This design comes from an exercise in tuning for small area, a short achievable clock period and few clock cycles per item on the open sky130 flow, not from production work.
At most, simulation tests tie the RTL to the original design; equivalence was not proved.

==> job 1401 <==
Design Radix4SRTDivider, start of the top module:
module Radix4SRTDivider
#(
    parameter N = 32
)
(
    input logic rst,
    input logic clk,
    input logic start,
    input logic signedInput,
    input logic [N - 1 : 0] x,
    input logic [N - 1 : 0] y,
    output logic [N - 1 : 0] q,
    output logic [N - 1 : 0] r,
    output logic done,
    output logic divByZeroEx
);
localparam W = $clog2(N);
typedef enum logic [1 : 0] {IDLE, ALIGN, RUN, FIN} State;
State state;
logic [N - 1 : 0] P;       
logic [N - 1 : 0] D;       
logic [N - 1 : 0] Q;       
logic [W - 1 : 0] cnt;
logic doneReg, dzReg, negReg;
logic [N - 1 : 0] xAbs, yAbs;
logic [N : 0] diff;
logic ge;
logic [W - 1 : 0] lzP, lzD, sh;
logic dz;
assign q = Q;
assign r = P;
assign done = doneReg;
assign divByZeroEx = dzReg;
assign xAbs = absv(x, signedInput & x[N - 1]);
assign yAbs = absv(y, signedInput & y[N - 1]);
assign diff = {1'b0, P} - {1'b0, D};
assign ge = ~diff[N];
function automatic logic [W - 1 : 0] lzc(input logic [N - 1 : 0] v);
    logic [N - 1 : 0] val;
    logic [N * W - 1 : 0] cnt;
    logic [N - 1 : 0] nval;
    logic [N * W - 1 : 0] ncnt;
    val = v;
    cnt = '0;
    for (int l = 0; l < W; l++)
    begin
        nval = '0;
        ncnt = '0;
        for (int i = 0; i < (N >> (l + 1)); i++)
        begin
            nval[i] = val[2 * i + 1] | val[2 * i];
            for (int b = 0; b < l; b++)
                ncnt[i * W + b] = val[2 * i + 1] ? cnt[(2 * i + 1) * W + b] : cnt[2 * i * W + b];
            ncnt[i * W + l] = ~val[2 * i + 1];
        end
        val = nval;
        cnt = ncnt;
    end
    lzc = cnt[W - 1 : 0];
endfunction
function automatic logic [N - 1 : 0] absv(input logic [N - 1 : 0] v, input logic neg);
    logic [N - 1 : 0] p;
    p = v;
    for (int s = 1; s < N; s = s * 2)
        p = p | (p << s);
    absv = v ^ ({p[N - 2 : 0], 1'b0} & {N{neg}});
endfunction
assign lzP = lzc(P);
assign lzD = lzc(D);
assign sh = lzD - lzP;
assign dz = D == '0;
always_ff @(posedge clk)
begin
    if (rst)
    begin
        state <= IDLE;
        doneReg <= 1'b0;
    end
    else
    begin
        case (state)
            IDLE:
            begin
  ...
==> module Radix4SRTDivider, before the edit <==
module Radix4SRTDivider
#(
    parameter N = 32
)
(
    input logic rst,
    input logic clk,
    input logic start,
    input logic signedInput,
    input logic [N - 1 : 0] x,
    input logic [N - 1 : 0] y,
    output logic [N - 1 : 0] q,
    output logic [N - 1 : 0] r,
    output logic done,
    output logic divByZeroEx
);
localparam W = $clog2(N);
typedef enum logic [1 : 0] {IDLE, ALIGN, RUN, FIN} State;
State state;
logic [N - 1 : 0] P;       
logic [N - 1 : 0] D;       
logic [N - 1 : 0] Q;       
logic [W - 1 : 0] cnt;
logic doneReg, dzReg, negReg;
logic [N - 1 : 0] xAbs, yAbs;
logic [N : 0] diff;
logic ge;
logic [W - 1 : 0] lzP, lzD, sh;
logic dz;
assign q = Q;
assign r = P;
assign done = doneReg;
assign divByZeroEx = dzReg;
assign xAbs = absv(x, signedInput & x[N - 1]);
assign yAbs = absv(y, signedInput & y[N - 1]);
assign diff = {1'b0, P} - {1'b0, D};
assign ge = ~diff[N];
function automatic logic [W - 1 : 0] lzc(input logic [N - 1 : 0] v);
    logic [N - 1 : 0] val;
    logic [N * W - 1 : 0] cnt;
    logic [N - 1 : 0] nval;
    logic [N * W - 1 : 0] ncnt;
    val = v;
    cnt = '0;
    for (int l = 0; l < W; l++)
    begin
        nval = '0;
        ncnt = '0;
        for (int i = 0; i < (N >> (l + 1)); i++)
        begin
            nval[i] = val[2 * i + 1] | val[2 * i];
            for (int b = 0; b < l; b++)
                ncnt[i * W + b] = val[2 * i + 1] ? cnt[(2 * i + 1) * W + b] : cnt[2 * i * W + b];
            ncnt[i * W + l] = ~val[2 * i + 1];
        end
        val = nval;
        cnt = ncnt;
    end
    lzc = cnt[W - 1 : 0];
endfunction
function automatic logic [N - 1 : 0] absv(input logic [N - 1 : 0] v, input logic neg);
    logic [N - 1 : 0] p;
    p = v;
    for (int s = 1; s < N; s = s * 2)
        p = p | (p << s);
    absv = v ^ ({p[N - 2 : 0], 1'b0} & {N{neg}});
endfunction
assign lzP = lzc(P);
assign lzD = lzc(D);
assign sh = lzD - lzP;
assign dz = D == '0;
always_ff @(posedge clk)
begin
    if (rst)
    begin
        state <= IDLE;
        doneReg <= 1'b0;
    end
    else
    begin
        case (state)
            IDLE:
            begin
                P <= xAbs;
                Q <= '0;
                negReg <= signedInput & (x[N - 1] ^ y[N - 1]);
                if (start)
                    state <= ALIGN;
            end
            ALIGN:
            begin
                dzReg <= dz;
                Q <= {N{negReg & ge & ~dz}};
                if (dz)
                    P <= '0;
                else if (negReg & ge)
                    P <= diff[N - 1 : 0];
                if (dz | ~ge)
                begin
                    doneReg <= 1'b1;
                    state <= FIN;
                end
                else
                    state <= RUN;
            end
            RUN:
            begin
                if (ge)
                    P <= diff[N - 1 : 0];
                Q <= {Q[N - 2 : 0], ge ^ negReg};
                if (cnt == '0)
                begin
                    doneReg <= 1'b1;
                    state <= FIN;
                end
            end
            default: ;
        endcase
    end
end
always_ff @(posedge clk)
begin
    case (state)
        IDLE:    D <= yAbs;
        ALIGN:   D <= D << sh;
        default: D <= D >> 1;
    endcase
    cnt <= (state == ALIGN) ? sh : cnt - 1'b1;
end
endmodule
Settings: LEC_CHECK=0, CAP_MARGIN=20, CORE_MARGIN=2, CORE_UTILIZATION=40, PLACE_DENSITY=0.6, SLEW_MARGIN=20; clock period 12.0 ns.
standard.sh (not shown) runs the stock make flow with config.mk's settings and CLKGATE_MAP_FILE= SYNTH_SCRIPT=/design/flow/synth_recipe.tcl, a recipe that flattens the netlist after the stock synthesis.
==> flow/flow/run.sh <==
#!/bin/bash
# Own layout flow: the standard flow (standard synthesis unchanged), with
# port buffers inserted as buf_1 (the repair upsizes the ones that matter)
# and timing repair aimed below the clock period.
set -euo pipefail
bash standard.sh synth > synth.log 2>&1
bash standard.sh SETUP_SLACK_MARGIN=7.5 \
  "BUFFER_PORTS_ARGS=-buffer_cell sky130_fd_sc_hd__buf_1" finish > layout.log 2>&1
==> job 7422: changes against job 1401 <==
--- a/flow/design.v
+++ b/flow/design.v
@@ -236,14 +236,15 @@
 localparam W = $clog2(N);
-typedef enum logic [1 : 0] {IDLE, ALIGN, RUN, FIN} State;
-State state;
+logic sIdle, sA1, sA2, sRun, last;
 logic [N - 1 : 0] P;       
-logic [N - 1 : 0] D;       
+logic [N : 0] D;           
 logic [N - 1 : 0] Q;       
 logic [W - 1 : 0] cnt;
-logic doneReg, dzReg, negReg;
-logic [N - 1 : 0] xAbs, yAbs;
-logic [N : 0] diff;
+logic doneReg, dzReg, negReg, cx, cy;
+logic [N - 1 : 0] p1, d1;
+logic [N + 1 : 0] diff;
 logic ge;
-logic [W - 1 : 0] lzP, lzD, sh;
+logic [W - 1 : 0] lzP, lzD;
+logic [W : 0] sh;
 logic dz;
+logic [2 * N : 0] dShift;
 assign q = Q;
@@ -252,13 +253,9 @@
 assign divByZeroEx = dzReg;
-assign xAbs = absv(x, signedInput & x[N - 1]);
-assign yAbs = absv(y, signedInput & y[N - 1]);
-assign diff = {1'b0, P} - {1'b0, D};
-assign ge = ~diff[N];
 function automatic logic [W - 1 : 0] lzc(input logic [N - 1 : 0] v);
     logic [N - 1 : 0] val;
-    logic [N * W - 1 : 0] cnt;
+    logic [N * W - 1 : 0] c;
     logic [N - 1 : 0] nval;
-    logic [N * W - 1 : 0] ncnt;
+    logic [N * W - 1 : 0] nc;
     val = v;
-    cnt = '0;
+    c = '0;
     for (int l = 0; l < W; l++)
@@ -266,3 +263,3 @@
         nval = '0;
-        ncnt = '0;
+        nc = '0;
         for (int i = 0; i < (N >> (l + 1)); i++)
@@ -271,21 +268,28 @@
             for (int b = 0; b < l; b++)
-                ncnt[i * W + b] = val[2 * i + 1] ? cnt[(2 * i + 1) * W + b] : cnt[2 * i * W + b];
-            ncnt[i * W + l] = ~val[2 * i + 1];
+                nc[i * W + b] = val[2 * i + 1] ? c[(2 * i + 1) * W + b] : c[2 * i * W + b];
+            nc[i * W + l] = ~val[2 * i + 1];
         end
         val = nval;
-        cnt = ncnt;
+        c = nc;
     end
-    lzc = cnt[W - 1 : 0];
+    lzc = c[W - 1 : 0];
 endfunction
-function automatic logic [N - 1 : 0] absv(input logic [N - 1 : 0] v, input logic neg);
-    logic [N - 1 : 0] p;
-    p = v;
-    for (int s = 1; s < N; s = s * 2)
-        p = p | (p << s);
-    absv = v ^ ({p[N - 2 : 0], 1'b0} & {N{neg}});
-endfunction
-assign lzP = lzc(P);
-assign lzD = lzc(D);
-assign sh = lzD - lzP;
-assign dz = D == '0;
+assign p1 = P;
+assign d1 = D[N - 1 : 0];
+assign lzP = lzc(p1);
+assign lzD = lzc(d1);
+assign dz = (d1 == '0) & ~cy;
+assign sh = {1'b0, lzD} - {1'b0, lzP} + cx;
+logic [N + 2 : 0] diffc;
+assign diffc = {2'b00, P, 1'b1} + {~sA1, ~D & {(N + 1){~sA1}}, sA1 ? cx : ~cy};
+assign last = (cnt == '1);
+assign diff = diffc[N + 2 : 1];
+assign ge = ~diff[N + 1];
+logic [N : 0] shStage [0 : W];
+assign shStage[0] = D;
+for (genvar i = 0; i < W; i++)
+begin : shifter
+    assign shStage[i + 1] = cnt[i] ? {shStage[i][N - (1 << i) : 0], {(1 << i){cy}}} : shStage[i];
+end
+assign dShift = {shStage[W], {N{1'b0}}};
 always_ff @(posedge clk)
@@ -294,3 +298,6 @@
     begin
-        state <= IDLE;
+        sIdle <= 1'b1;
+        sA1 <= 1'b0;
+        sA2 <= 1'b0;
+        sRun <= 1'b0;
         doneReg <= 1'b0;
@@ -299,40 +306,35 @@
     begin
-        case (state)
-            IDLE:
-            begin
-                P <= xAbs;
-                Q <= '0;
-                negReg <= signedInput & (x[N - 1] ^ y[N - 1]);
-                if (start)
-                    state <= ALIGN;
-            end
-            ALIGN:
-            begin
-                dzReg <= dz;
-                Q <= {N{negReg & ge & ~dz}};
-                if (dz)
-                    P <= '0;
-                else if (negReg & ge)
-                    P <= diff[N - 1 : 0];
-                if (dz | ~ge)
-                begin
-                    doneReg <= 1'b1;
-                    state <= FIN;
-                end
-                else
-                    state <= RUN;
-            end
-            RUN:
-            begin
-                if (ge)
-                    P <= diff[N - 1 : 0];
-                Q <= {Q[N - 2 : 0], ge ^ negReg};
-                if (cnt == '0)
-                begin
-                    doneReg <= 1'b1;
-                    state <= FIN;
-                end
-            end
-            default: ;
-        endcase
+        sIdle <= sIdle & ~start;
+        sA1 <= sIdle & start;
+        sA2 <= sA1 & ~(dz | sh[W]);
+        sRun <= (sA2 & ge) | (sRun & ~last);
+        doneReg <= doneReg | (sA1 & (dz | sh[W])) | (sA2 & ~ge) | (sRun & last);
+    end
+end
+always_ff @(posedge clk)
+begin
+    if (sIdle)
+    begin
+        P <= x ^ {N{signedInput & x[N - 1]}};
+        Q <= '0;
+        cx <= signedInput & x[N - 1];
+        cy <= signedInput & y[N - 1];
+        negReg <= signedInput & (x[N - 1] ^ y[N - 1]);
+    end
+    if (sA1)
+    begin
+        P <= dz ? '0 : diff[N - 1 : 0];
+        dzReg <= dz;
+    end
+    if (sA2)
+    begin
+        Q <= {N{negReg & ge}};
+        if (negReg & ge)
+            P <= diff[N - 1 : 0];
+    end
+    if (sRun)
+    begin
+        if (ge)
+            P <= diff[N - 1 : 0];
+        Q <= {Q[N - 2 : 0], ge ^ negReg};
     end
@@ -341,8 +343,9 @@
 begin
-    case (state)
-        IDLE:    D <= yAbs;
-        ALIGN:   D <= D << sh;
-        default: D <= D >> 1;
-    endcase
-    cnt <= (state == ALIGN) ? sh : cnt - 1'b1;
+    if (sIdle | sA1)
+        D <= {1'b0, y ^ {N{signedInput & y[N - 1]}}};
+    else if (sA2)
+        D <= dShift[2 * N : N];
+    else
+        D <= {1'b0, D[N : 1]};
+    cnt <= sA1 ? sh[W - 1 : 0] : cnt - 1'b1;
 end
--- a/flow/flow/run.sh
+++ b/flow/flow/run.sh
@@ -6,3 +6,3 @@
 bash standard.sh synth > synth.log 2>&1
-bash standard.sh SETUP_SLACK_MARGIN=7.5 \
+bash standard.sh SETUP_SLACK_MARGIN=8.3 \
   "BUFFER_PORTS_ARGS=-buffer_cell sky130_fd_sc_hd__buf_1" finish > layout.log 2>&1
==> job 802: changes against job 1401 <==
--- a/flow/design.v
+++ b/flow/design.v
@@ -247,3 +247,2 @@
 logic [W - 1 : 0] lzP, lzD, sh;
-logic dz;
 assign q = Q;
@@ -289,3 +288,2 @@
 assign sh = lzD - lzP;
-assign dz = D == '0;
 always_ff @(posedge clk)
@@ -304,2 +302,3 @@
                 Q <= '0;
+                dzReg <= (y == '0);
                 negReg <= signedInput & (x[N - 1] ^ y[N - 1]);
@@ -310,5 +309,4 @@
             begin
-                dzReg <= dz;
-                Q <= {N{negReg & ge & ~dz}};
-                if (dz)
+                Q <= {N{negReg & ge & ~dzReg}};
+                if (dzReg)
                     P <= '0;
@@ -316,3 +314,3 @@
                     P <= diff[N - 1 : 0];
-                if (dz | ~ge)
+                if (dzReg | ~ge)
                 begin
==> flow/run.sh (new file) <==
#!/bin/bash
# synth_recipe.tcl (not shown) runs the flow's synth.tcl, then flattens the netlist and writes it again
# the make line also repeats each setting of config.mk as NAME=value (left out here)
make -C /OpenROAD-flow-scripts/flow DESIGN_CONFIG=/design/flow/config.mk WORK_HOME=/design/flow/orfs CLKGATE_MAP_FILE= SYNTH_SCRIPT=/design/flow/synth_recipe.tcl finish
removed: flow/flow/run.sh
removed: flow/standard.sh
==> summary.txt <==
Placed inst area - 11090 um^2
Outcome - timing/DRC/antenna clean
Fraction of area in multi-input gates - 54.53%
Complex-gate fraction of the synthesized area - 24.46%
Post-CTS sizing - 0
Top delay family on crit path - simple AND/OR/NAND/NOR gates
Met2 Wirelength - 13370 um
Final instance area - 11410 um^2
Seq/Total Area, Yosys - 29.42%
the above is filed under job 802

==> summary.txt <==
Placed inst area - 10060 um^2
Fraction of area in multi-input gates - 58.14%
Post-CTS sizing - 23
Outcome - timing/DRC/antenna clean
Met2 Wirelength - 13170 um
Top delay family on crit path - simple AND/OR/NAND/NOR gates
the above is filed under job 1401

==> summary.txt <==
Outcome - timing/DRC/antenna clean
Post-CTS sizing - 23
Slowest Stage Delay on Critical Path - 0.60 ns
Wire length on met1 - 14110 um
Seq/Total Area, Yosys - 27.82%
Fraction of area in multi-input gates - 59.89%
Complex-gate fraction of the synthesized area - 22.34%
Top delay family on crit path - compound AO/OA/AOI/OAI gates
Placed inst area - 9956 um^2
the above is filed under job 7422

Testbench counts of job 7422, summed over its fixed seeds: cycles 34,820, divisions 3,200.
Testbench counts of job 802, summed over its fixed seeds: cycles 32,836, divisions 3,200.
For job 1401, only the layout was checked, not whether the RTL still works.

-- re-timing with driven ports --
In the flow no input, the clock included, has a driving cell. The finished layouts below were timed again as built, in two steps.
Step 1 assumes that a clkbuf_16 drives the clock port and a buf_2 every other input.
Step 2 also shifts input and output timing later by t, the mid clock arrival at the registers, as if the neighbouring blocks saw the same clock.
a / b / c = ideal / step 1 / step 2; a / b = the first two.
| run | t (ns) | setup slack, ns | worst setup path at the end | clock arrival spread, ns | worst register clock-pin slew, ns |
|---|---|---|---|---|---|
| job 1401 | 0.406 | 7.037 / 7.052 / 6.645 | input to register | 0.010 / 0.009 | 0.08 / 0.08 |
| job 7422 | 0.419 | 8.336 / 8.336 / 8.039 | input to register | 0.012 / 0.012 | 0.09 / 0.09 |
| job 802 | 0.406 | 6.742 / 6.768 / 6.362 | input to register | 0.008 / 0.008 | 0.08 / 0.08 |
After both steps setup and hold are still met in every run listed. The setup slack of job 1401, which loses most, moves by +0.015 ns with the drivers and by -0.392 ns with both steps.
